From an optimization exercise on the open Yosys and OpenROAD flow, aimed at small area; shortcuts taken in it are not production practice. Only simulation tests tie the RTL to the original design; equivalence was not proved. Power is estimated from default activity; no workload was simulated.

==> flow/design.v (outline; a module is shown in full before it is edited, if it fits) <==
// module uart_tx: 99 lines
// module uart_rx: 107 lines
// module i2c_master: 213 lines
// module spi_master: 113 lines
// module dsmod: 62 lines
// module rc_add: 23 lines
// module rc_inc: 19 lines
// module rc_dec: 16 lines
// module rc_geu: 17 lines
// module csi_add: 29 lines
// module cordic_iterative: 82 lines
// module lo_gen: 99 lines
// module freq_generator: 149 lines
// module memory: 377 lines
// module regs: 18 lines
// module alu: 159 lines
// module control: 201 lines
// module instructioncounter: 31 lines
// module csr: 90 lines
// module imm_gen: 18 lines
// module cpu: 255 lines
module cpu #(
    parameter int CLK_FREQ = 12_000_000,
    parameter int BAUD = 115_200
) (
    input logic clk,
    input logic reset,  
    input  logic so,
    output logic si,
    output logic sclk,
    output logic sram_ce,
    input  logic sda_i,
    output logic sda_o,
    output logic sda_oe,
    output logic scl,
    input  logic rx,
    output logic tx,
    input  logic [3:0] gpio_in,   
    output logic [3:0] gpio_out,
    output logic cos_ds,
    output logic cos_ds_n,
    output logic sin_ds,
    output logic sin_ds_n,
    output logic lo_i,
    output logic lo_q,
    output logic lo_ix,
    output logic lo_qx
);
  // ...
==> flow/run.sh <==
#!/bin/bash
# synth_recipe.tcl (not shown) runs the flow's synth.tcl, then flattens the netlist and writes it again
# the make line also repeats each setting of config.mk as NAME=value (left out here)
make -C /OpenROAD-flow-scripts/flow DESIGN_CONFIG=/design/flow/config.mk WORK_HOME=/design/flow/orfs CLKGATE_MAP_FILE= SYNTH_SCRIPT=/design/flow/synth_recipe.tcl finish
==> flow/config.mk <==
export PLATFORM = sky130hd
export DESIGN_NAME = cpu
export DESIGN_NICKNAME = cpu
export VERILOG_FILES = /design/flow/design.v
export SDC_FILE = /design/flow/constraint.sdc
export NUM_CORES = 4
export LEC_CHECK = 0
export ABC_AREA = 1
export CAP_MARGIN = 20
export CORE_MARGIN = 2
export CORE_UTILIZATION = 40
export CTS_CLUSTER_DIAMETER = 100
export CTS_CLUSTER_SIZE = 20
export SLEW_MARGIN = 20
==> flow/constraint.sdc <==
create_clock -name core_clock -period 12.0 [get_ports {clk}]
set_input_delay 2.4000 -clock core_clock [delete_from_list [all_inputs] [get_ports {clk}]]
set_output_delay 2.4000 -clock core_clock [all_outputs]
set_load 0.01 [all_outputs]
==> metrics.cfg, run 1 <==
[outcome]
status = finished clean

[synth]
yosys.area_share.simple_pct = 16.6
synth_top_area_share_pct = 24.9
synth-edff-count = 596
synthCells = 11900

[critical_path]
cp-end-kind = flip-flop
crit_path_max_fanout = 9
r2r_slack_ns = 0.40
crit_family = adder cells

[route]
drt_iter0_markers = 10700
top_layer = met5
wl_met1_mm = 153

[layout]
num-nonclk-inverters = 1514
final_cell_mix = nand2_1 (2221), inv_1 (1455), dfxtp_1 (1252)
final_cell_area_um2 = 110000
design.seq.count = 1854
nets = 12700
ff_latch_area_um2 = 43100

[power_and_ir_drop]
p_seq_mw = 6.54
p_sw_share_pct = 30.1
vdd_drop_max_uv = 130
powerClk_mw = 4.05

[global_routing]
grt_use_met3_pct = 5.93
use_met2_pct = 42.4
grt_pass1_vias = 82200

[clock_network]
cts_hold_buf = 0
cts_resized = 33

[sta]
setup_slack_ns = 0.400

==> module i2c_master, before the edit <==
module i2c_master (
    input logic clk,
    input logic reset,
    input logic req,
    input logic [15:0] scl_ratio,
    input  logic sda_i,
    output logic sda_o,
    output logic sda_oe,
    output logic scl,
    input  logic [ 3:0] mask,
    input  logic [ 6:0] device_addr,
    input  logic [31:0] data_in,
    output logic [31:0] data_out,
    input logic write,
    output logic busy,
    output logic valid,
    output logic [4:0] acks
);
  typedef enum logic [3:0] {
    RESET,
    START,
    SEND_ADDR,
    SEND_CMD,
    RECV_CMD_ACK,
    RECV_FRAME,
    SEND_FRAME_ACK,
    SEND_FRAME,
    RECV_FRAME_ACK,
    STOP,
    END
  } states_t;
  states_t        state;
  logic           scl_reg;
  logic           scl_trigger;
  logic           data_trigger;
  logic           command_trigger;
  logic    [15:0] scl_counter, scl_counter_inc;
  rc_inc #(.W(16)) u_scl_inc (.a(scl_counter), .ci(1'b1), .s(scl_counter_inc), .co());
  logic    [ 1:0] frame_index;
  logic    [ 1:0] next_frame_index;
  logic           has_next_index;
  logic    [ 7:0] frame;
  logic           sda_i_sync0;
  logic           sda_i_sync1;
  logic    [ 2:0] index;
  always_ff @(posedge clk) begin : scl_trigger_gen
    sda_i_sync0 <= sda_i;
    sda_i_sync1 <= sda_i_sync0;
    if (scl_trigger) begin
      scl_counter <= 0;
    end else scl_counter <= scl_counter_inc;
    if (reset == 0 || req == 1) begin
      scl_counter <= 0;
    end
  end
  logic is_sending;
  assign is_sending = (state == START || state == SEND_ADDR || state == SEND_CMD || state == RECV_CMD_ACK || state == RECV_FRAME
                        || state == SEND_FRAME_ACK || state == SEND_FRAME || state == RECV_FRAME_ACK);
  assign scl = scl_reg;
  assign scl_trigger = (scl_counter == scl_ratio);
  assign data_trigger = (is_sending && scl_counter == {1'b0, scl_ratio[15:1]} && scl_reg == 0);
  assign command_trigger = (scl_counter == {1'b0, scl_ratio[15:1]} && scl_reg == 1);
  always_ff @(posedge clk) begin
    if (scl_trigger) begin
      scl_reg <= ~scl_reg;
    end
    if (command_trigger) begin
      case (state)
        RESET: state <= START;
        RECV_FRAME: data_out[frame_index*8+index] <= sda_i_sync1;
        STOP: state <= END;
        END: state <= END;
      endcase
    end
    if (data_trigger) begin
      case (state)
        START: begin
          state <= SEND_ADDR;
          index <= 6;
          data_out <= 32'b0;
        end
        SEND_ADDR: begin
          if (index == 0) begin
            state <= SEND_CMD;
            index <= 7;
            if (mask[3] == 1) frame_index <= 3;
            else if (mask[2] == 1) frame_index <= 2;
            else if (mask[1] == 1) frame_index <= 1;
            else frame_index <= 0;
          end else index <= index - 1;
        end
        SEND_CMD: state <= RECV_CMD_ACK;
        RECV_CMD_ACK: begin
          if (write) state <= SEND_FRAME;
          else state <= RECV_FRAME;
        end
        RECV_FRAME: begin
          if (index == 0) begin
            state <= SEND_FRAME_ACK;
            index <= 7;
          end else index <= index - 1;
        end
        SEND_FRAME_ACK: begin
          state <= STOP;
          if (has_next_index) begin
            frame_index <= next_frame_index;
            state <= RECV_FRAME;
          end
        end
        SEND_FRAME: begin
          if (index == 0) begin
            state <= RECV_FRAME_ACK;
            index <= 7;
          end else index <= index - 1;
        end
        RECV_FRAME_ACK: begin
          state <= STOP;
          if (has_next_index) begin
            frame_index <= next_frame_index;
            state <= SEND_FRAME;
          end
        end
      endcase
    end
    if (reset == 0 || req == 1) begin
      state   <= RESET;
      scl_reg <= 1;
    end
  end
  logic cmd_ack;
  logic [3:0] frame_acks;
  always_ff @(posedge clk) begin
    if (command_trigger) begin
      case (state)
        START: begin
          frame_acks <= 4'b1111;
          cmd_ack <= 1'b1;
        end
        RECV_CMD_ACK:   cmd_ack <= sda_i_sync1;
        RECV_FRAME_ACK: frame_acks[frame_index] <= sda_i_sync1;
      endcase
    end
    if (reset == 0) begin
      frame_acks <= 4'b1111;
      cmd_ack <= 1;
    end
  end
  assign acks = {cmd_ack, frame_acks};
  always_comb begin
    has_next_index   = 0;
    next_frame_index = 3;
    case (frame_index)
      3: begin
        if (mask[2] == 1) begin
          next_frame_index = 2;
          has_next_index   = 1;
        end else if (mask[1] == 1) begin
          next_frame_index = 1;
          has_next_index   = 1;
        end else if (mask[0] == 1) begin
          next_frame_index = 0;
          has_next_index   = 1;
        end
      end
      2: begin
        if (mask[1] == 1) begin
          next_frame_index = 1;
          has_next_index   = 1;
        end else if (mask[0] == 1) begin
          next_frame_index = 0;
          has_next_index   = 1;
        end
      end
      1: begin
        if (mask[0] == 1) begin
          next_frame_index = 0;
          has_next_index   = 1;
        end
      end
    endcase
  end
  always_comb begin
    sda_oe = 1;
    sda_o  = 1;
    busy   = 1;
    valid  = 0;
    frame  = data_in[frame_index*8+:8];
    case (state)
      START: begin
        sda_o = 0;
      end
      SEND_ADDR: sda_o = device_addr[index];
      SEND_CMD:  sda_o = ~write;   
      RECV_CMD_ACK: begin
        sda_oe = 0;
      end
      RECV_FRAME: begin
        sda_oe = 0;
      end
      SEND_FRAME_ACK: sda_o = 0;
      SEND_FRAME: sda_o = frame[index];
      RECV_FRAME_ACK: begin
        sda_oe = 0;
      end
      STOP: begin
        sda_o = 0;
      end
      RESET, END: begin
        busy = 0;
      end
    endcase
  end
endmodule
==> module spi_master, before the edit <==
module spi_master (
    input logic clk,
    input logic reset,      
    input logic req,
    input logic slow_mode,  
    input  logic so,
    output logic si,
    output logic sclk,   
    output logic ce,     
    input  logic [22:0] addr,        
    input  logic [31:0] data_in,     
    input  logic [ 1:0] byte_mask,   
    output logic [31:0] data_out,    
    input  logic write,
    output logic busy,
    output logic valid
);
  typedef enum logic [2:0] {
    RESET,
    SEND_COMMAND,
    SEND_ADDR,
    WAITING,
    RECV_DATA,
    SEND_DATA,
    VALID
  } states_t;
  states_t state;
  logic       write_reg;
  logic [4:0] index;
  logic [4:0] end_index;
  logic [1:0] clk_counter;
  logic posedge_trigger;
  logic negedge_trigger;
  logic [31:0] data_sw;
  assign data_sw = {data_in[7:0], data_in[15:8], data_in[23:16], data_in[31:24]};
  always_ff @(posedge clk) begin : clock_generator
    clk_counter <= clk_counter + 1;
    posedge_trigger <= 1'b0;
    negedge_trigger <= 1'b0;
    if (slow_mode) begin
      if (clk_counter == 0) posedge_trigger <= 1;
      else if (clk_counter == 2) negedge_trigger <= 1;
    end else begin
      if (clk_counter[0] == 0) posedge_trigger <= 1;
      else negedge_trigger <= 1;
    end
    if (reset == 0) begin
      clk_counter <= 0;
    end
  end
  always_ff @(posedge clk) begin
    if (posedge_trigger) begin
      sclk <= 1;
      case (state)
        SEND_COMMAND: begin
          if (index == 0) begin
            state <= SEND_ADDR;
            index <= 23;
          end else index <= index - 1;
        end
        SEND_ADDR: begin
          if (index == 0) begin
            if (write_reg == 1'b1) state <= SEND_DATA;
            else state <= WAITING;
            index <= 31;
          end else index <= index - 1;
        end
        WAITING: state <= RECV_DATA;
        RECV_DATA, SEND_DATA: begin
          if (index == end_index) begin
            state <= VALID;
          end else index <= index - 1;
        end
        VALID: ;
        default: state <= RESET;
      endcase
    end else if (negedge_trigger) begin
      sclk <= 0;
      case (state)
        RESET: begin
          write_reg <= write;
          state <= SEND_COMMAND;
          index <= 7;
          ce <= 1'b1;
        end
        SEND_COMMAND: si <= (index[2:1] == 2'b00) && (index[0] || ~write_reg);
        RECV_DATA: data_out <= {data_out[30:0], so};
        SEND_ADDR: si <= (index == 5'd23) ? 1'b0 : addr[index];
        SEND_DATA: si <= data_sw[index];
        VALID: ce <= 1'b0;
        default: ;
      endcase
    end
    if (req == 1) begin   
      state <= RESET;
      ce <= 1'b0;
      si <= 1'b0;
    end
    if (reset == 0) begin
      state <= RESET;
      ce <= 1'b0;
    end
  end
  always_comb begin
    busy  = (state != RESET) && (state != VALID);
    valid = (state == VALID);
    case (byte_mask)
      2'b00: end_index = 24;
      2'b01: end_index = 16;
      default: end_index = 0;
    endcase
  end
endmodule   
==> module dsmod, before the edit <==
module dsmod (
	input  wire			i_clk,
	input  wire			i_ena_mod,
	input  wire			i_load_pre,		 
	input  wire [29:0]	i_data,
	input  wire [29:0]	i_data_nxt,		 
	input  wire			i_mode,			 
	input  wire [1:0]	i_osr,			 
	output wire			o_ds
);
	reg  [29:0] data_pre_r;
	reg  [29:0] diff_r;				 
	reg  [37:0] data_interp_r;
	reg  [41:0] accu2_r;
	reg  [41:0] accu3_r;
	assign o_ds = i_mode ? ~accu3_r[41] : ~accu2_r[39];
	wire [29:0] pre_nxt_w = !i_ena_mod ? 30'b0 : (i_load_pre ? i_data : data_pre_r);
	wire [29:0] diff_nxt_w;
	csi_add #(.W(30), .U(9)) u_diff (.a(i_data_nxt), .b(~pre_nxt_w), .ci(1'b1), .s(diff_nxt_w), .co(), .c_msb());
	reg  [37:0] data_step_w;
	always @(*) begin
		case (i_osr)
			2'd0:    data_step_w = {{5{diff_r[29]}}, diff_r, 3'b0};
			2'd1:    data_step_w = {{6{diff_r[29]}}, diff_r, 2'b0};
			2'd2:    data_step_w = {{7{diff_r[29]}}, diff_r, 1'b0};
			default: data_step_w = {{8{diff_r[29]}}, diff_r};
		endcase
	end
	wire [37:0] interp_nxt_w;
	csi_add #(.W(38), .U(14)) u_interp (.a(data_interp_r), .b(data_step_w), .ci(1'b0), .s(interp_nxt_w), .co(), .c_msb());
	wire [41:0] in_ext_w = {{4{data_interp_r[37]}}, data_interp_r};
	wire [4:0] a2_hi_w;
	rc_add #(.W(5)) u_acc2_fb (.a(accu2_r[41:37]), .b({{4{o_ds}}, 1'b1}), .ci(1'b0), .s(a2_hi_w), .co(), .c_msb());
	wire [41:0] accu2_nxt_w;
	csi_add #(.W(42), .U(17)) u_acc2 (.a({a2_hi_w, accu2_r[36:0]}), .b(in_ext_w), .ci(1'b0), .s(accu2_nxt_w), .co(), .c_msb());
	wire [3:0] a3_hi_w;
	rc_add #(.W(4)) u_acc3_fb (.a(accu3_r[41:38]), .b({{3{o_ds}}, 1'b1}), .ci(1'b0), .s(a3_hi_w), .co(), .c_msb());
	wire [41:0] a3_w = {a3_hi_w, accu3_r[37:0]};
	wire [41:0] cs_s_w, cs_c_w;
	genvar i;
	generate
		for (i = 0; i < 42; i = i + 1) begin : g_csa
			assign cs_s_w[i] = a3_w[i] ^ accu2_r[i] ^ in_ext_w[i];
			assign cs_c_w[i] = (a3_w[i] & accu2_r[i]) | (in_ext_w[i] & (a3_w[i] ^ accu2_r[i]));
		end
	endgenerate
	wire [41:0] accu3_nxt_w;
	csi_add #(.W(42), .U(17)) u_acc3 (.a(cs_s_w), .b({cs_c_w[40:0], 1'b0}), .ci(1'b0), .s(accu3_nxt_w), .co(), .c_msb());
	always @(posedge i_clk) begin
		data_pre_r <= pre_nxt_w;
		diff_r <= diff_nxt_w;
		if (!i_ena_mod) begin
			accu2_r <= 42'b0;
			accu3_r <= 42'b0;
			data_interp_r <= 38'b0;
		end else begin
			accu2_r <= accu2_nxt_w;
			accu3_r <= accu3_nxt_w;
			data_interp_r <= interp_nxt_w;
		end
	end
endmodule  
==> module freq_generator, before the edit <==
module freq_generator (
    input logic        clk,
    input logic        reset_n,
    input logic [29:0] f_c,
    input logic [ 1:0] osr_level,    
    input logic [ 2:0] lo_div_sel,
    input logic        ds_mode,
    input logic        ds_invert,
    input logic start,
    output logic active,
    output logic cos_ds,
    output logic cos_ds_n,
    output logic sin_ds,
    output logic sin_ds_n,
    output logic lo_i,
    output logic lo_q,
    output logic lo_ix,
    output logic lo_qx
);
  localparam logic [7:0] CORDIC_START = 31;
  logic [ 7:0] OSR;
  logic [29:0] theta;
  logic [29:0] cosine, cosine_nxt;
  logic [29:0] sine, sine_nxt;
  logic [29:0] X_o;
  logic [29:0] Y_o;
  logic        cordic_strb_i;
  logic        cordic_strb_o;
  logic        transmission_reset_n;
  cordic_iterative cordic (
      .clk_i(clk),
      .rstn_i(transmission_reset_n),
      .strb_data_valid_i(cordic_strb_i),
      .Z_i(theta),
      .X_o(X_o),
      .Y_o(Y_o),
      .strb_data_valid_o(cordic_strb_o)
  );
  logic       mod_ena;
  logic [7:0] fetch_ctr, fetch_ctr_dec;
  rc_dec #(.W(8)) u_fetch_dec (.a(fetch_ctr), .s(fetch_ctr_dec));
  always_ff @(posedge clk) begin
    if (!mod_ena) fetch_ctr <= 8'd0;
    else fetch_ctr <= (fetch_ctr == 8'd0) ? OSR : fetch_ctr_dec;
  end
  logic load_pre;
  assign load_pre = (fetch_ctr == 8'd1);
  logic cos_o_ds;
  dsmod dsmod_cos (
      .i_clk(clk),
      .i_ena_mod(mod_ena),
      .i_load_pre(load_pre),
      .i_data(cosine),
      .i_data_nxt(cosine_nxt),
      .i_mode(ds_mode),
      .i_osr(osr_level),
      .o_ds(cos_o_ds)
  );
  assign cos_ds   = cos_o_ds ^ ds_invert;
  assign cos_ds_n = ~cos_ds;
  logic sin_o_ds;
  dsmod dsmod_sin (
      .i_clk(clk),
      .i_ena_mod(mod_ena),
      .i_load_pre(load_pre),
      .i_data(sine),
      .i_data_nxt(sine_nxt),
      .i_mode(ds_mode),
      .i_osr(osr_level),
      .o_ds(sin_o_ds)
  );
  assign sin_ds   = sin_o_ds ^ ds_invert;
  assign sin_ds_n = ~sin_ds;
  lo_gen lo_gen (
      .i_clk(clk),
      .i_enable(mod_ena),
      .i_div_sel(lo_div_sel),
      .o_lo_i(lo_i),
      .o_lo_q(lo_q),
      .o_lo_ix(lo_ix),
      .o_lo_qx(lo_qx)
  );
  typedef enum logic [1:0] {
    IDLE,
    CORDIC_ONLY,   
    DSMOD_ONLY,    
    DSMOD_CORDIC   
  } transmit_state_t;
  transmit_state_t transmit_state;
  logic [7:0] transmit_counter, transmit_counter_dec;
  rc_dec #(.W(8)) u_tc_dec (.a(transmit_counter), .s(transmit_counter_dec));
  logic [29:0] theta_nxt;
  csi_add #(.W(30), .U(5)) u_theta (.a(theta), .b(f_c), .ci(1'b0), .s(theta_nxt), .co(), .c_msb());
  assign cosine_nxt = cordic_strb_o ? X_o : cosine;
  assign sine_nxt   = cordic_strb_o ? Y_o : sine;
  always_ff @(posedge clk) begin
    transmission_reset_n <= 1;
    cosine <= cosine_nxt;
    sine   <= sine_nxt;
    if (cordic_strb_o) theta <= theta_nxt;
    case (transmit_state)
      IDLE: begin
        if (start) begin
          transmit_state <= CORDIC_ONLY;
          cordic_strb_i <= 1;
          theta <= 0;
        end
      end
      CORDIC_ONLY: begin
        cordic_strb_i <= 0;
        if (cordic_strb_o) begin
          transmit_state <= DSMOD_ONLY;
          transmit_counter <= OSR;
          mod_ena <= 1;
        end
      end
      DSMOD_ONLY: begin
        transmit_counter <= transmit_counter_dec;
        if (transmit_counter[7:5] == 3'b000) begin   
          transmit_state <= DSMOD_CORDIC;
          cordic_strb_i  <= 1;
        end
      end
      DSMOD_CORDIC: begin
        cordic_strb_i <= 0;
        if (transmit_counter == 0) begin
          transmit_counter <= OSR;
          transmit_state   <= DSMOD_ONLY;
        end else transmit_counter <= transmit_counter_dec;
      end
    endcase
    if (reset_n == 0) begin
      transmission_reset_n <= 0;
      cordic_strb_i <= 0;
      theta <= 0;
      mod_ena <= 0;
      transmit_state <= IDLE;
    end
  end
  always_comb begin
    case (osr_level)
      2'b00: OSR = 8'd31;
      2'b01: OSR = 8'd63;
      2'b10: OSR = 8'd127;
      default: OSR = 8'd255;
    endcase
  end
  assign active = (transmit_state == IDLE) ? 0 : 1;
endmodule
==> module memory, before the edit <==
module memory #(
    parameter int CLK_FREQ,
    parameter int BAUD
) (
    input logic clk,
    input logic reset,
    input logic ce,      
    input logic spi_slow_mode,
    input logic [ 2:0] funct3,
    input logic [31:0] addr,
    input logic [31:0] datain,
    input logic        memwrite,
    output logic [31:0] dataout,
    output logic        busy,
    output logic        valid,
    input  logic so,
    output logic si,
    output logic sclk,
    output logic sram_ce,
    output logic scl,
    input  logic sda_i,
    output logic sda_o,
    output logic sda_oe,
    input  logic rx,
    output logic tx,
    output logic uart_rx_valid,
    input  logic [2:0] gpio_in,
    output logic [3:0] gpio_out,
    output logic cos_ds,
    output logic cos_ds_n,
    output logic sin_ds,
    output logic sin_ds_n,
    output logic lo_i,
    output logic lo_q,
    output logic lo_ix,
    output logic lo_qx,
    output logic intr_timer,
    output logic load_access_fault
);
localparam logic [6:0] OP_RTYPE = 7'b0110011;
localparam logic [6:0] OP_ITYPE = 7'b0010011;
localparam logic [6:0] OP_LUI = 7'b0110111;
localparam logic [6:0] OP_AUIPC = 7'b0010111;
localparam logic [6:0] OP_LW = 7'b0000011;
localparam logic [6:0] OP_SW = 7'b0100011;
localparam logic [6:0] OP_JALR = 7'b1100111;
localparam logic [6:0] OP_JAL = 7'b1101111;
localparam logic [6:0] OP_BRANCH = 7'b1100011;
localparam logic [6:0] OP_MRET = 7'b1110011;
localparam logic [6:0] OP_CSR = 7'b1110011;
localparam logic [6:0] FUNCT7_ADD = 7'b0000000;
localparam logic [2:0] FUNCT3_ADD = 3'b000;
localparam logic [6:0] FUNCT7_SUB = 7'b0100000;
localparam logic [2:0] FUNCT3_SUB = 3'b000;
localparam logic [6:0] FUNCT7_AND = 7'b0000000;
localparam logic [2:0] FUNCT3_AND = 3'b111;
localparam logic [6:0] FUNCT7_OR = 7'b0000000;
localparam logic [2:0] FUNCT3_OR = 3'b110;
localparam logic [6:0] FUNCT7_XOR = 7'b0000000;
localparam logic [2:0] FUNCT3_XOR = 3'b100;
localparam logic [6:0] FUNCT7_SLT = 7'b0000000;
localparam logic [2:0] FUNCT3_SLT = 3'b010;
localparam logic [6:0] FUNCT7_SLTU = 7'b0000000;
localparam logic [2:0] FUNCT3_SLTU = 3'b011;
localparam logic [6:0] FUNCT7_SRA = 7'b0100000;
localparam logic [2:0] FUNCT3_SRA = 3'b101;
localparam logic [6:0] FUNCT7_SRL = 7'b0000000;
localparam logic [2:0] FUNCT3_SRL = 3'b101;
localparam logic [6:0] FUNCT7_SLL = 7'b0000000;
localparam logic [2:0] FUNCT3_SLL = 3'b001;
localparam logic [2:0] FUNCT3_ADDI = 3'b000;
localparam logic [2:0] FUNCT3_ANDI = 3'b111;
localparam logic [2:0] FUNCT3_ORI = 3'b110;
localparam logic [2:0] FUNCT3_XORI = 3'b100;
localparam logic [2:0] FUNCT3_SLTI = 3'b010;
localparam logic [2:0] FUNCT3_SLTIU = 3'b011;
localparam logic [6:0] FUNCT7_SRAI = 7'b0100000;
localparam logic [2:0] FUNCT3_SRAI = 3'b101;
localparam logic [6:0] FUNCT7_SRLI = 7'b0000000;
localparam logic [2:0] FUNCT3_SRLI = 3'b101;
localparam logic [6:0] FUNCT7_SLLI = 7'b0000000;
localparam logic [2:0] FUNCT3_SLLI = 3'b001;
localparam logic [2:0] FUNCT3_MEM_B = 3'b000;
localparam logic [2:0] FUNCT3_MEM_H = 3'b001;
localparam logic [2:0] FUNCT3_MEM_W = 3'b010;
localparam logic [2:0] FUNCT3_LBU = 3'b100;
localparam logic [2:0] FUNCT3_LHU = 3'b101;
localparam logic [2:0] FUNCT3_BEQ = 3'b000;
localparam logic [2:0] FUNCT3_BNE = 3'b001;
localparam logic [2:0] FUNCT3_BLT = 3'b100;
localparam logic [2:0] FUNCT3_BGE = 3'b101;
localparam logic [2:0] FUNCT3_BLTU = 3'b110;
localparam logic [2:0] FUNCT3_BGEU = 3'b111;
localparam logic [6:0] FUNCT7_MRET = 7'b0011000;
localparam logic [2:0] FUNCT3_MRET = 3'b000;
localparam logic [2:0] FUNCT3_CSRW = 3'b001;
localparam logic [2:0] FUNCT3_CSRR = 3'b010;
  localparam logic [5:0] I2C_DEVICE_LO   = 6'h03;
  localparam logic [5:0] I2C_MASK_LO     = 6'h05;
  localparam logic [5:0] I2C_ACK_LO      = 6'h06;
  localparam logic [5:0] MTIME_LO        = 6'h08;
  localparam logic [5:0] MTIMEH_LO       = 6'h0C;
  localparam logic [5:0] MTIMECMP_LO     = 6'h10;
  localparam logic [5:0] MTIMECMPH_LO    = 6'h14;
  localparam logic [5:0] FREQ_STATUS_LO  = 6'h18;
  localparam logic [5:0] FREQ_OSR_FC_LO  = 6'h1C;
  localparam logic [5:0] FREQ_LO_DIV_LO  = 6'h20;
  localparam logic [5:0] UART_RX_STATUS_LO = 6'h21;
  localparam logic [5:0] UART_RX_DATA_LO = 6'h22;
  localparam logic [5:0] UART_RX_CPB_LO  = 6'h24;
  localparam logic [5:0] UART_TX_CPB_LO  = 6'h28;
  localparam logic [5:0] SCL_RATIO_LO    = 6'h2C;
  typedef enum logic [2:0] {
    IDLE,
    WRITING,
    READING,
    GPIO_WAIT,
    CONTROL_REG,
    VALID,
    FINISH,
    FAULT
  } states_t;
  states_t        state;
  logic    [63:0] mtime;
  logic    [63:0] mtimecmp;
  logic master_busy;
  logic sram_busy, sram_valid;
  logic i2c_req, i2c_busy, i2c_valid;
  logic [6:0] i2c_addr;
  logic [3:0] i2c_mask;
  logic [31:0] sram_dataout, i2c_dataout;
  logic [2:0] gpio_in_sync;
  logic sclk_flag;
  logic is_sram, is_periph, is_gpio_out, is_gpio_in, is_uart_tx, is_i2c_dev, is_i2c_data, is_ctrl;
  assign is_sram     = (addr[31:23] == 9'd0);
  assign is_periph   = (addr[31:6] == 26'h0020000);   
  assign is_gpio_out = is_periph && addr[5:0] == 6'h00;
  assign is_gpio_in  = is_periph && addr[5:0] == 6'h01;
  assign is_uart_tx  = is_periph && addr[5:0] == 6'h02;
  assign is_i2c_dev  = is_periph && addr[5:0] == 6'h03;
  assign is_i2c_data = is_periph && addr[5:0] == 6'h04;
  assign is_ctrl     = is_periph && addr[5:0] >= 6'h05 && addr[5:0] <= 6'h2C;
  logic tgt_sram, tgt_i2c, tgt_uart;
  assign tgt_sram = is_sram;
  assign tgt_i2c  = is_i2c_data;
  assign tgt_uart = is_uart_tx;
  logic sram_req;
  spi_master sram_master (
      .clk(clk),
      .reset(reset),
      .req(sram_req),
      .slow_mode(spi_slow_mode),
      .si(si),
      .so(so),
      .sclk(sclk),
      .ce(sram_ce),
      .addr(addr[22:0]),
      .byte_mask(funct3[1:0]),
      .data_in(datain),
      .data_out(sram_dataout),
      .write(memwrite),
      .busy(sram_busy),
      .valid(sram_valid)
  );
  logic [4:0] i2c_acks;
  localparam TARGET = 100_000;   
  localparam SCL_RATIO_DEFAULT = (CLK_FREQ / TARGET) / 2;
  logic [15:0] scl_ratio;
  i2c_master i2c_master (
      .clk(clk),
      .reset(reset),
      .req(i2c_req),
      .scl_ratio(scl_ratio),
      .sda_i(sda_i),
      .sda_o(sda_o),
      .sda_oe(sda_oe),
      .scl(scl),
      .device_addr(i2c_addr),
      .mask(i2c_mask),
      .data_in(datain),
      .data_out(i2c_dataout),
      .write(memwrite),
      .busy(i2c_busy),
      .valid(i2c_valid),
      .acks(i2c_acks)
  );
  localparam BIT_P = 1_000_000_000 * 1 / BAUD;   
  localparam CLK_P = 1_000_000_000 * 1 / CLK_FREQ;   
  localparam [15:0] CYCLES_PER_BIT_DEFAULT = 16'(BIT_P / CLK_P);
  logic uart_tx_busy;
  logic uart_tx_en;
  logic [15:0] uart_tx_cpb;
  uart_tx uart_transmitter (
      .clk(clk),
      .resetn(reset),
      .uart_txd(tx),
      .uart_tx_busy(uart_tx_busy),
      .uart_tx_en(uart_tx_en),
      .uart_tx_data(datain[7:0]),
      .CYCLES_PER_BIT(uart_tx_cpb)
  );
  logic [ 2:0] uart_rx_status;
  logic [ 7:0] uart_rx_data;
  logic [15:0] uart_rx_cpb;
  assign uart_rx_valid = uart_rx_status[2];
  uart_rx uart_receiver (
      .clk(clk),
      .resetn(reset),
      .uart_rxd(rx),
      .uart_rx_en(uart_rx_status[0]),
      .uart_rx_break(uart_rx_status[1]),
      .uart_rx_valid(uart_rx_status[2]),
      .uart_rx_data(uart_rx_data),
      .CYCLES_PER_BIT(uart_rx_cpb)
  );
  logic [ 2:0] freq_status;
  logic [31:0] osr_fc_reg;
  logic [ 4:0] ds_lo_conf;
  freq_generator freq_inst (
      .clk(clk),
      .reset_n(freq_status[0]),
      .f_c(osr_fc_reg[29:0]),
      .osr_level(osr_fc_reg[31:30]),
      .lo_div_sel(ds_lo_conf[2:0]),
      .ds_mode(ds_lo_conf[3]),
      .ds_invert(ds_lo_conf[4]),
      .start(freq_status[1]),
      .active(freq_status[2]),
      .cos_ds(cos_ds),
      .cos_ds_n(cos_ds_n),
      .sin_ds(sin_ds),
      .sin_ds_n(sin_ds_n),
      .lo_i(lo_i),
      .lo_q(lo_q),
      .lo_ix(lo_ix),
      .lo_qx(lo_qx)
  );
  logic [63:0] mtime_inc;
  logic [3:0] mtime_blk_ci;
  assign mtime_blk_ci = {&mtime[47:0], &mtime[31:0], &mtime[15:0], 1'b1};
  for (genvar g = 0; g < 4; g++) begin : g_mtime_inc
    rc_inc #(.W(16)) u_inc (.a(mtime[16*g+15:16*g]), .ci(mtime_blk_ci[g]), .s(mtime_inc[16*g+15:16*g]), .co());
  end
  always_ff @(posedge clk) begin
    mtime <= mtime_inc;
    gpio_in_sync <= gpio_in;
    if (reset == 0) begin
      state <= IDLE;
      uart_tx_en <= 0;
      mtime <= 0;
      mtimecmp <= 0;
      freq_status[1:0] <= 2'b00;
      gpio_out <= 4'd0;
      gpio_in_sync <= 3'd0;
      uart_rx_status[0] <= 1'b0;
      osr_fc_reg <= {2'b11, 30'b000001100111110101011101010101};
      uart_tx_cpb <= CYCLES_PER_BIT_DEFAULT;
      uart_rx_cpb <= CYCLES_PER_BIT_DEFAULT;
      scl_ratio <= SCL_RATIO_DEFAULT[15:0];
      i2c_mask <= 4'b1111;
      i2c_addr <= 7'b0;
      ds_lo_conf <= 5'b00100;
    end else if (ce) begin
      state <= IDLE;
      uart_tx_en <= 0;
    end else begin
      case (state)
        IDLE: begin
          sclk_flag <= 0;
          if (is_sram) begin
            state <= memwrite ? WRITING : READING;
          end else if (is_gpio_out) begin
            if (memwrite) begin
              gpio_out <= datain[3:0];
              state <= GPIO_WAIT;
            end else begin
              dataout <= 0;
              state   <= FAULT;
            end
          end else if (is_gpio_in) begin
            if (~memwrite) begin
              dataout <= {29'b0, gpio_in_sync};
              state <= GPIO_WAIT;
            end else state <= FAULT;
          end else if (is_uart_tx) begin
            if (memwrite) begin
              uart_tx_en <= 1;
              state <= WRITING;
            end else state <= FAULT;
          end else if (is_i2c_dev || is_ctrl) begin
            state <= CONTROL_REG;
          end else if (is_i2c_data) begin
            state <= memwrite ? WRITING : READING;
          end else state <= FAULT;
        end
        READING: begin
          if (master_busy) sclk_flag <= 1;
          if (sclk_flag && ~master_busy) begin
            state <= VALID;
            if (tgt_sram) begin
              case (funct3)
                FUNCT3_MEM_B: dataout <= {24'b0, sram_dataout[7:0]};
                FUNCT3_LBU:   dataout <= {{24{sram_dataout[7]}}, sram_dataout[7:0]};
                FUNCT3_MEM_H: dataout <= {16'b0, sram_dataout[7:0], sram_dataout[15:8]};
                FUNCT3_LHU:   dataout <= {{16{sram_dataout[7]}}, sram_dataout[7:0], sram_dataout[15:8]};
                default:
                dataout <= {sram_dataout[7:0], sram_dataout[15:8], sram_dataout[23:16], sram_dataout[31:24]};
              endcase
            end else dataout <= i2c_dataout;
          end
        end
        WRITING: begin
          if (master_busy) begin
            sclk_flag <= 1;
            if (tgt_uart) uart_tx_en <= 0;
          end
          if (sclk_flag && ~master_busy) state <= FINISH;
        end
        GPIO_WAIT: state <= FINISH;
        CONTROL_REG: begin
          state <= FINISH;
          if (memwrite) begin
            case (addr[5:0])
              I2C_DEVICE_LO:     i2c_addr <= datain[6:0];
              I2C_MASK_LO:       i2c_mask <= datain[3:0];
              MTIME_LO:          mtime[31:0] <= datain;
              MTIMEH_LO:         mtime[63:32] <= datain;
              MTIMECMP_LO:       mtimecmp[31:0] <= datain;
              MTIMECMPH_LO:      mtimecmp[63:32] <= datain;
              FREQ_STATUS_LO:    freq_status[1:0] <= datain[1:0];
              FREQ_OSR_FC_LO:    osr_fc_reg <= datain;
              FREQ_LO_DIV_LO:    ds_lo_conf <= datain[4:0];
              UART_RX_STATUS_LO: uart_rx_status[0] <= datain[0];
              UART_RX_CPB_LO:    uart_rx_cpb <= datain[15:0];
              UART_TX_CPB_LO:    uart_tx_cpb <= datain[15:0];
              SCL_RATIO_LO:      scl_ratio <= datain[15:0];
              default: ;
            endcase
          end else begin
            case (addr[5:0])
              I2C_DEVICE_LO:     dataout <= {25'b0, i2c_addr};
              I2C_MASK_LO:       dataout <= {28'b0, i2c_mask};
              I2C_ACK_LO:        dataout <= {27'b0, i2c_acks};
              MTIME_LO:          dataout <= mtime[31:0];
              MTIMEH_LO:         dataout <= mtime[63:32];
              MTIMECMP_LO:       dataout <= mtimecmp[31:0];
              MTIMECMPH_LO:      dataout <= mtimecmp[63:32];
              FREQ_STATUS_LO:    dataout <= {29'b0, freq_status};
              FREQ_OSR_FC_LO:    dataout <= osr_fc_reg;
              FREQ_LO_DIV_LO:    dataout <= {27'b0, ds_lo_conf};
              UART_RX_STATUS_LO: dataout <= {29'b0, uart_rx_status};
              UART_RX_DATA_LO:   dataout <= {24'b0, uart_rx_data};
              UART_RX_CPB_LO:    dataout <= {16'b0, uart_rx_cpb};
              UART_TX_CPB_LO:    dataout <= {16'b0, uart_tx_cpb};
              SCL_RATIO_LO:      dataout <= {16'b0, scl_ratio};
              default: ;
            endcase
          end
        end
        default: ;   
      endcase
    end
  end
  logic reading_or_writing;
  assign reading_or_writing = (state == READING || state == WRITING);
  always_comb begin
    master_busy = sram_busy;
    if (tgt_i2c) master_busy = i2c_busy;
    else if (tgt_uart) master_busy = uart_tx_busy;
  end
  assign busy = (state == READING || state == WRITING || state == GPIO_WAIT || state == CONTROL_REG) ? 1'b1 : 1'b0;
  assign valid = (state == VALID) ? 1'b1 : 1'b0;
  assign i2c_req  = ~(tgt_i2c && reading_or_writing);
  assign sram_req = ~(tgt_sram && reading_or_writing);
  assign intr_timer = (mtime >= mtimecmp);
  assign load_access_fault = (state == FAULT) ? 1 : 0;
endmodule   
==> inputs of run 2 (changes only) <==
--- a/flow/design.v
+++ b/flow/design.v
@@ -216,7 +216,10 @@
     input  logic [ 3:0] mask,
     input  logic [ 6:0] device_addr,
     input  logic [31:0] data_in,
-    output logic [31:0] data_out,
+    output logic        rx_we,       
+    output logic [ 4:0] rx_pos,      
+    output logic        rx_clr,      
+    output logic        rx_bit,
     input logic write,
     output logic busy,
     output logic valid,
@@ -273,7 +276,6 @@
     if (command_trigger) begin
       case (state)
         RESET: state <= START;
-        RECV_FRAME: data_out[frame_index*8+index] <= sda_i_sync1;
         STOP: state <= END;
         END: state <= END;
       endcase
@@ -283,7 +285,6 @@
         START: begin
           state <= SEND_ADDR;
           index <= 6;
-          data_out <= 32'b0;
         end
         SEND_ADDR: begin
           if (index == 0) begin
@@ -333,6 +334,10 @@
       scl_reg <= 1;
     end
   end
+  assign rx_we  = command_trigger && (state == RECV_FRAME);
+  assign rx_pos = {frame_index, index};
+  assign rx_clr = data_trigger && (state == START);
+  assign rx_bit = sda_i_sync1;
   logic cmd_ack;
   logic [3:0] frame_acks;
   always_ff @(posedge clk) begin
@@ -429,7 +434,8 @@
     input  logic [22:0] addr,        
     input  logic [31:0] data_in,     
     input  logic [ 1:0] byte_mask,   
-    output logic [31:0] data_out,    
+    output logic        rx_we,       
+    output logic [ 4:0] rx_index,    
     input  logic write,
     output logic busy,
     output logic valid
@@ -503,7 +509,6 @@
           ce <= 1'b1;
         end
         SEND_COMMAND: si <= (index[2:1] == 2'b00) && (index[0] || ~write_reg);
-        RECV_DATA: data_out <= {data_out[30:0], so};
         SEND_ADDR: si <= (index == 5'd23) ? 1'b0 : addr[index];
         SEND_DATA: si <= data_sw[index];
         VALID: ce <= 1'b0;
@@ -520,6 +525,8 @@
       ce <= 1'b0;
     end
   end
+  assign rx_we    = negedge_trigger && !posedge_trigger && (state == RECV_DATA);
+  assign rx_index = index;
   always_comb begin
     busy  = (state != RESET) && (state != VALID);
     valid = (state == VALID);
@@ -549,7 +556,7 @@
 	assign o_ds = i_mode ? ~accu3_r[41] : ~accu2_r[39];
 	wire [29:0] pre_nxt_w = !i_ena_mod ? 30'b0 : (i_load_pre ? i_data : data_pre_r);
 	wire [29:0] diff_nxt_w;
-	csi_add #(.W(30), .U(9)) u_diff (.a(i_data_nxt), .b(~pre_nxt_w), .ci(1'b1), .s(diff_nxt_w), .co(), .c_msb());
+	csi_add #(.W(30), .U(11)) u_diff (.a(i_data_nxt), .b(~pre_nxt_w), .ci(1'b1), .s(diff_nxt_w), .co(), .c_msb());
 	reg  [37:0] data_step_w;
 	always @(*) begin
 		case (i_osr)
@@ -560,12 +567,12 @@
 		endcase
 	end
 	wire [37:0] interp_nxt_w;
-	csi_add #(.W(38), .U(14)) u_interp (.a(data_interp_r), .b(data_step_w), .ci(1'b0), .s(interp_nxt_w), .co(), .c_msb());
+	csi_add #(.W(38), .U(16)) u_interp (.a(data_interp_r), .b(data_step_w), .ci(1'b0), .s(interp_nxt_w), .co(), .c_msb());
 	wire [41:0] in_ext_w = {{4{data_interp_r[37]}}, data_interp_r};
 	wire [4:0] a2_hi_w;
 	rc_add #(.W(5)) u_acc2_fb (.a(accu2_r[41:37]), .b({{4{o_ds}}, 1'b1}), .ci(1'b0), .s(a2_hi_w), .co(), .c_msb());
 	wire [41:0] accu2_nxt_w;
-	csi_add #(.W(42), .U(17)) u_acc2 (.a({a2_hi_w, accu2_r[36:0]}), .b(in_ext_w), .ci(1'b0), .s(accu2_nxt_w), .co(), .c_msb());
+	csi_add #(.W(42), .U(19)) u_acc2 (.a({a2_hi_w, accu2_r[36:0]}), .b(in_ext_w), .ci(1'b0), .s(accu2_nxt_w), .co(), .c_msb());
 	wire [3:0] a3_hi_w;
 	rc_add #(.W(4)) u_acc3_fb (.a(accu3_r[41:38]), .b({{3{o_ds}}, 1'b1}), .ci(1'b0), .s(a3_hi_w), .co(), .c_msb());
 	wire [41:0] a3_w = {a3_hi_w, accu3_r[37:0]};
@@ -578,7 +585,7 @@
 		end
 	endgenerate
 	wire [41:0] accu3_nxt_w;
-	csi_add #(.W(42), .U(17)) u_acc3 (.a(cs_s_w), .b({cs_c_w[40:0], 1'b0}), .ci(1'b0), .s(accu3_nxt_w), .co(), .c_msb());
+	csi_add #(.W(42), .U(18)) u_acc3 (.a(cs_s_w), .b({cs_c_w[40:0], 1'b0}), .ci(1'b0), .s(accu3_nxt_w), .co(), .c_msb());
 	always @(posedge i_clk) begin
 		data_pre_r <= pre_nxt_w;
 		diff_r <= diff_nxt_w;
@@ -973,7 +980,7 @@
   logic [7:0] transmit_counter, transmit_counter_dec;
   rc_dec #(.W(8)) u_tc_dec (.a(transmit_counter), .s(transmit_counter_dec));
   logic [29:0] theta_nxt;
-  csi_add #(.W(30), .U(5)) u_theta (.a(theta), .b(f_c), .ci(1'b0), .s(theta_nxt), .co(), .c_msb());
+  csi_add #(.W(30), .U(7)) u_theta (.a(theta), .b(f_c), .ci(1'b0), .s(theta_nxt), .co(), .c_msb());
   assign cosine_nxt = cordic_strb_o ? X_o : cosine;
   assign sine_nxt   = cordic_strb_o ? Y_o : sine;
   always_ff @(posedge clk) begin
@@ -1160,7 +1167,8 @@
   logic i2c_req, i2c_busy, i2c_valid;
   logic [6:0] i2c_addr;
   logic [3:0] i2c_mask;
-  logic [31:0] sram_dataout, i2c_dataout;
+  logic       sram_rx_we, i2c_rx_we, i2c_rx_clr, i2c_rx_bit;
+  logic [4:0] sram_rx_index, i2c_rx_pos;
   logic [2:0] gpio_in_sync;
   logic sclk_flag;
   logic is_sram, is_periph, is_gpio_out, is_gpio_in, is_uart_tx, is_i2c_dev, is_i2c_data, is_ctrl;
@@ -1189,7 +1197,8 @@
       .addr(addr[22:0]),
       .byte_mask(funct3[1:0]),
       .data_in(datain),
-      .data_out(sram_dataout),
+      .rx_we(sram_rx_we),
+      .rx_index(sram_rx_index),
       .write(memwrite),
       .busy(sram_busy),
       .valid(sram_valid)
@@ -1210,7 +1219,10 @@
       .device_addr(i2c_addr),
       .mask(i2c_mask),
       .data_in(datain),
-      .data_out(i2c_dataout),
+      .rx_we(i2c_rx_we),
+      .rx_pos(i2c_rx_pos),
+      .rx_clr(i2c_rx_clr),
+      .rx_bit(i2c_rx_bit),
       .write(memwrite),
       .busy(i2c_busy),
       .valid(i2c_valid),
@@ -1327,18 +1339,20 @@
         end
         READING: begin
           if (master_busy) sclk_flag <= 1;
+          if (tgt_sram && sram_rx_we) dataout[{~sram_rx_index[4:3], sram_rx_index[2:0]}] <= so;
+          if (tgt_i2c && i2c_rx_clr) dataout <= 32'b0;
+          if (tgt_i2c && i2c_rx_we) dataout[i2c_rx_pos] <= i2c_rx_bit;
           if (sclk_flag && ~master_busy) begin
             state <= VALID;
             if (tgt_sram) begin
               case (funct3)
-                FUNCT3_MEM_B: dataout <= {24'b0, sram_dataout[7:0]};
-                FUNCT3_LBU:   dataout <= {{24{sram_dataout[7]}}, sram_dataout[7:0]};
-                FUNCT3_MEM_H: dataout <= {16'b0, sram_dataout[7:0], sram_dataout[15:8]};
-                FUNCT3_LHU:   dataout <= {{16{sram_dataout[7]}}, sram_dataout[7:0], sram_dataout[15:8]};
-                default:
-                dataout <= {sram_dataout[7:0], sram_dataout[15:8], sram_dataout[23:16], sram_dataout[31:24]};
+                FUNCT3_MEM_B: dataout[31:8] <= 24'b0;
+                FUNCT3_LBU:   dataout[31:8] <= {24{dataout[7]}};
+                FUNCT3_MEM_H: dataout[31:16] <= 16'b0;
+                FUNCT3_LHU:   dataout[31:16] <= {16{dataout[15]}};
+                default: ;
               endcase
-            end else dataout <= i2c_dataout;
+            end
           end
         end
         WRITING: begin
==> run 2 against run 1 <==
  * Still clean
  * Utilization fell by 0.094 points
  * Total power fell by 2.1%
  * Synthesized area is 0.47% lower
  * Fmax up 0.60%
  * Clock skew decreased by 0.0061 ns
  * Global-route usage rose by 0.47 points
  * Register-to-register slack improved by 0.07 ns
  * Routed wire length rose by 1.1%
  * Die area is 0.46% lower
  * Critical path depth increased by 6
  * Sequential share of layout area decreased by 1.3 points
  * Critical endpoint unchanged
  * Largest power group unchanged
==> metrics.cfg, run 2 <==
[outcome]
status = finished clean  ; unchanged

[synth]
synth_top_area_cell = dfxtp_1  ; unchanged
synth_xor_area_share_pct = 2.11  ; was 2.10%
synth_fa_ha_area_share_pct = 14.7  ; was 14.6%
synthCells = 12100  ; was 11900
synth.area.top_cells = dfxtp_1 (24%), edfxtp_1 (17%), fa_1 (11%)  ; was dfxtp_1 (25%), edfxtp_1 (18%), fa_1 (10%)
ys.flop_type = dfxtp_1  ; unchanged
synth_most_common_cell = nand2_1  ; unchanged
synth-edff-count = 564  ; was 596
synth-async-reset-ratio_pct = 0  ; unchanged
synthMuxAreaShare_pct = 0.387  ; was 0.386%
synth_warnings = 16  ; unchanged
synth_top_family_by_area = simple AND/OR/NAND/NOR gates  ; unchanged
synth-compound-area-share_pct = 15.2  ; was 15.5%
yosys.area_share.simple_pct = 17.9  ; was 16.6%
ys_top_cells_by_count = nand2_1 (2321), inv_1 (1519), dfxtp_1 (1226)  ; was nand2_1 (2225), inv_1 (1464), dfxtp_1 (1258)
synth_top_area_share_pct = 24.4  ; was 24.9%
synth_cell_types = 78  ; was 73
yosysSeqAreaShare_pct = 41.2  ; was 42.6%
syn_nets = 13000  ; was 12800
syn_area_um2 = 101000  ; about the same
syn_avg_cell_area_um2 = 8.32  ; was 8.48 µm²
ys_seq_elements = 1790  ; was 1854

[clock_network]
cts_tree = yes  ; unchanged
cts_buffers = 108  ; was 109
cts_max_level = 3  ; unchanged
clk_latency_ns = 0.82  ; was 0.81 ns
clock_sinks = 1790  ; was 1854
clockBufferDepth = 3  ; unchanged
cts_root_buf = clkbuf_16  ; unchanged
path_clk_slew_ns = 0.09  ; about the same

[route]
first_pass_iters = 9  ; was 6
dr_wl_met3_mm = 39.3  ; was 35.7 mm
vias_per_cell = 5.62  ; was 5.66
wl_met1_mm = 159  ; was 153 mm
drt_iter0_markers = 10200  ; was 10700
top_layer = met5  ; unchanged
drt_wl_total_mm = 370  ; was 366 mm
vias = 86800  ; was 86300
drc = 0  ; unchanged
met2_length_mm = 154  ; was 159 mm
ant_nets = 0  ; unchanged
detail_route.wl_per_cell_um = 24.0  ; about the same

[power_and_ir_drop]
vdd_drop_max_uv = 124  ; was 130 µV
totalPowerFinal_mw = 12.3  ; was 12.5 mW
p_leak_nw = 45.4  ; was 44.9 nW
p_per_area_nw_per_um2 = 112  ; was 114 nW/µm²

[layout]
multi_input_area_um2 = 51400  ; was 50700 µm²
nFillCells = 24700  ; was 24800
final_common_cell = nand2_1  ; unchanged
final_cell_mix = nand2_1 (2315), inv_1 (1512), dfxtp_1 (1215)  ; was nand2_1 (2221), inv_1 (1455), dfxtp_1 (1252)
largest-register = regs.registers  ; unchanged
drive_gt1_share_pct = 6.97  ; was 7.21%
postLayoutCoreUtil_pct = 43.7  ; was 43.8%
reg_top3 = regs.registers (480), memory_i.mtime (64), memory_i.mtimecmp (64)  ; unchanged
syn_to_final_growth_pct = 8.94  ; was 8.87%
final_cell_area_um2 = 110000  ; about the same
ff_latch_area_um2 = 41500  ; was 43100 µm²
largest_register_ffs = 480  ; unchanged
nets = 12900  ; was 12700

[critical_path]
crit_family = adder cells  ; unchanged
r2r_slack_ns = 0.47  ; was 0.40 ns
cp-end-kind = flip-flop  ; unchanged
crit_buf_inv = 7  ; was 5
crit_top_cell = fa_2  ; was fa_1
required_ns = 12.57  ; was 12.56 ns
cp.arrival_ns = 12.10  ; was 12.16 ns
worstSetupPathType = reg -> reg  ; unchanged
crit_slowest_cell = fa_2  ; was fa_1
cp.depth = 51  ; was 45
max_stage_delay_ns = 0.41  ; was 0.43 ns
r2r_cells = 51  ; was 45
crit_path_max_fanout = 11  ; was 9
setup.worst_path.start_class = flip-flop  ; unchanged

[sta]
setup_slack_ns = 0.469  ; was 0.400 ns
drv_slew = 0  ; unchanged
hold_viol = 0  ; unchanged
fin_skew_ns = 0.0721  ; was 0.0782 ns
finalSetupViolations = 0  ; unchanged
fmax_mhz = 86.7  ; was 86.2 MHz
period_needed_ns = 11.53  ; was 11.60 ns
relSlewSlack_pct = 21.7  ; was 17.9%
fin_crit_sh_pct = 96.1  ; was 96.7%
worst_pin_slew_ns = 1.17  ; was 1.23 ns

[placed_design]
dp_slack_ns = -0.437  ; was -0.496 ns
dpl.hpwl_mm = 274  ; was 266 mm
numPortBuffers = 27  ; unchanged
dpl_cell_area_um2 = 106000  ; about the same
gp_congestion = 1.02  ; about the same

[global_routing]
grtUsageTotal_pct = 28.1  ; was 27.7%
grt_pass1_vias = 82200  ; about the same
antenna_found_initial = 31  ; was 25
grt_max_degree = 99  ; was 143
grt_pass1_wl_mm = 543  ; was 537 mm
grt_overflow_total = 0  ; unchanged

[floorplanning]
die_h_um = 506  ; was 507 µm
core_area_um2 = 251000  ; about the same
floorplan.initialDensity_pct = 40.1  ; was 40.3%
die_w_um = 506  ; was 507 µm
dieArea_um2 = 256000  ; was 257000 µm²
io_pins = 28  ; unchanged
row_count = 184  ; unchanged

[hold_path]
hold_depth = 0  ; unchanged
hp-class = reg -> reg  ; unchanged

[run]
drv_cap = 0  ; unchanged

[run 2: cell types whose count changed in the layout (fill, tap and decap cells not counted), sizes merged, moves of 24 or more]
cell    before   now
a211oi      93   117
o211ai      81   116
dfxtp     1258  1226
edfxtp     596   564
nor3        99   144
nand3      602   676
nand2     2245  2332
inv       1511  1580
a21oi      813   758
a221oi     122    86
[run 2: timing repair]
action,4_1_cts,5_1_grt
hold buffers,0,0
cloned,0,1
gates resized for setup,17,118
setup buffers,3,5
endpoints found under the setup margin,16,111
pin swaps,1,7
[run 2: routing by layer]
| metal | global-route usage, % | up-vias |
|---|---|---|
| met5 | 0 | - |
| met4 | 12.0 | 18 |
| met3 | 6.51 | 745 |
| met2 | 41.0 | 4224 |
| met1 | 39.8 | 41800 |
| li1 | - | 40000 |
[run 2: final timing paths]
check | from | end
worst max register to register | control_i.state_q[2] | rd_alu[24]
worst max-delay path | control_i.state_q[2] | rd_alu[24]
worst min-delay path | memory_i.i2c_master.sda_i_sync0 | memory_i.i2c_master.sda_i_sync1
worst min register to register | memory_i.i2c_master.sda_i_sync0 | memory_i.i2c_master.sda_i_sync1
[run 2: cell families (layout without fill, tap and decap cells)]
| group | Yosys count | after routing |
|---|---|---|
| AND/OR/NAND/NOR | 4297 | 4297 |
| AO/OA/AOI/OAI | 2668 | 2668 |
| buffers and inverters | 2211 | 2179 |
| flip-flops | 1790 | 1790 |
| adder cells (fa/ha/maj) | 866 | 866 |
| XOR/XNOR | 243 | 243 |
| multiplexers | 39 | 39 |
| other | 0 | 17 |
[run 2: area by class of cell]
type	count	area share, %
Clock inverter	29	0.397
Antenna cell	17	0.0388
Multi-Input combinational cell	8113	46.8
Timing Repair Buffer	407	3.02
Tap cell	3348	3.82
Inverter	1598	5.48
Clock buffer	145	2.60
Sequential cell	1790	37.8
[run 2: through the flow]
step | std cells | hold WS [ns] | TNS [ns]
floorplan | 12100 | 0.310 | 0
global placement | 15200 | 0.312 | -4.99
detailed placement | 15200 | 0.320 | -3.53
CTS | 15400 | 0.339 | 0
global route | 15400 | 0.348 | -0.0770
finish | 15400 | 0.334 | 0
[run 2: report_power, final]
part	internal (mW)	total, mW	switching (mW)
logic	0.482	1.91	1.43
clock network	1.74	4.00	2.27
registers	6.28	6.33	0.0534
total	8.50	12.2	3.75
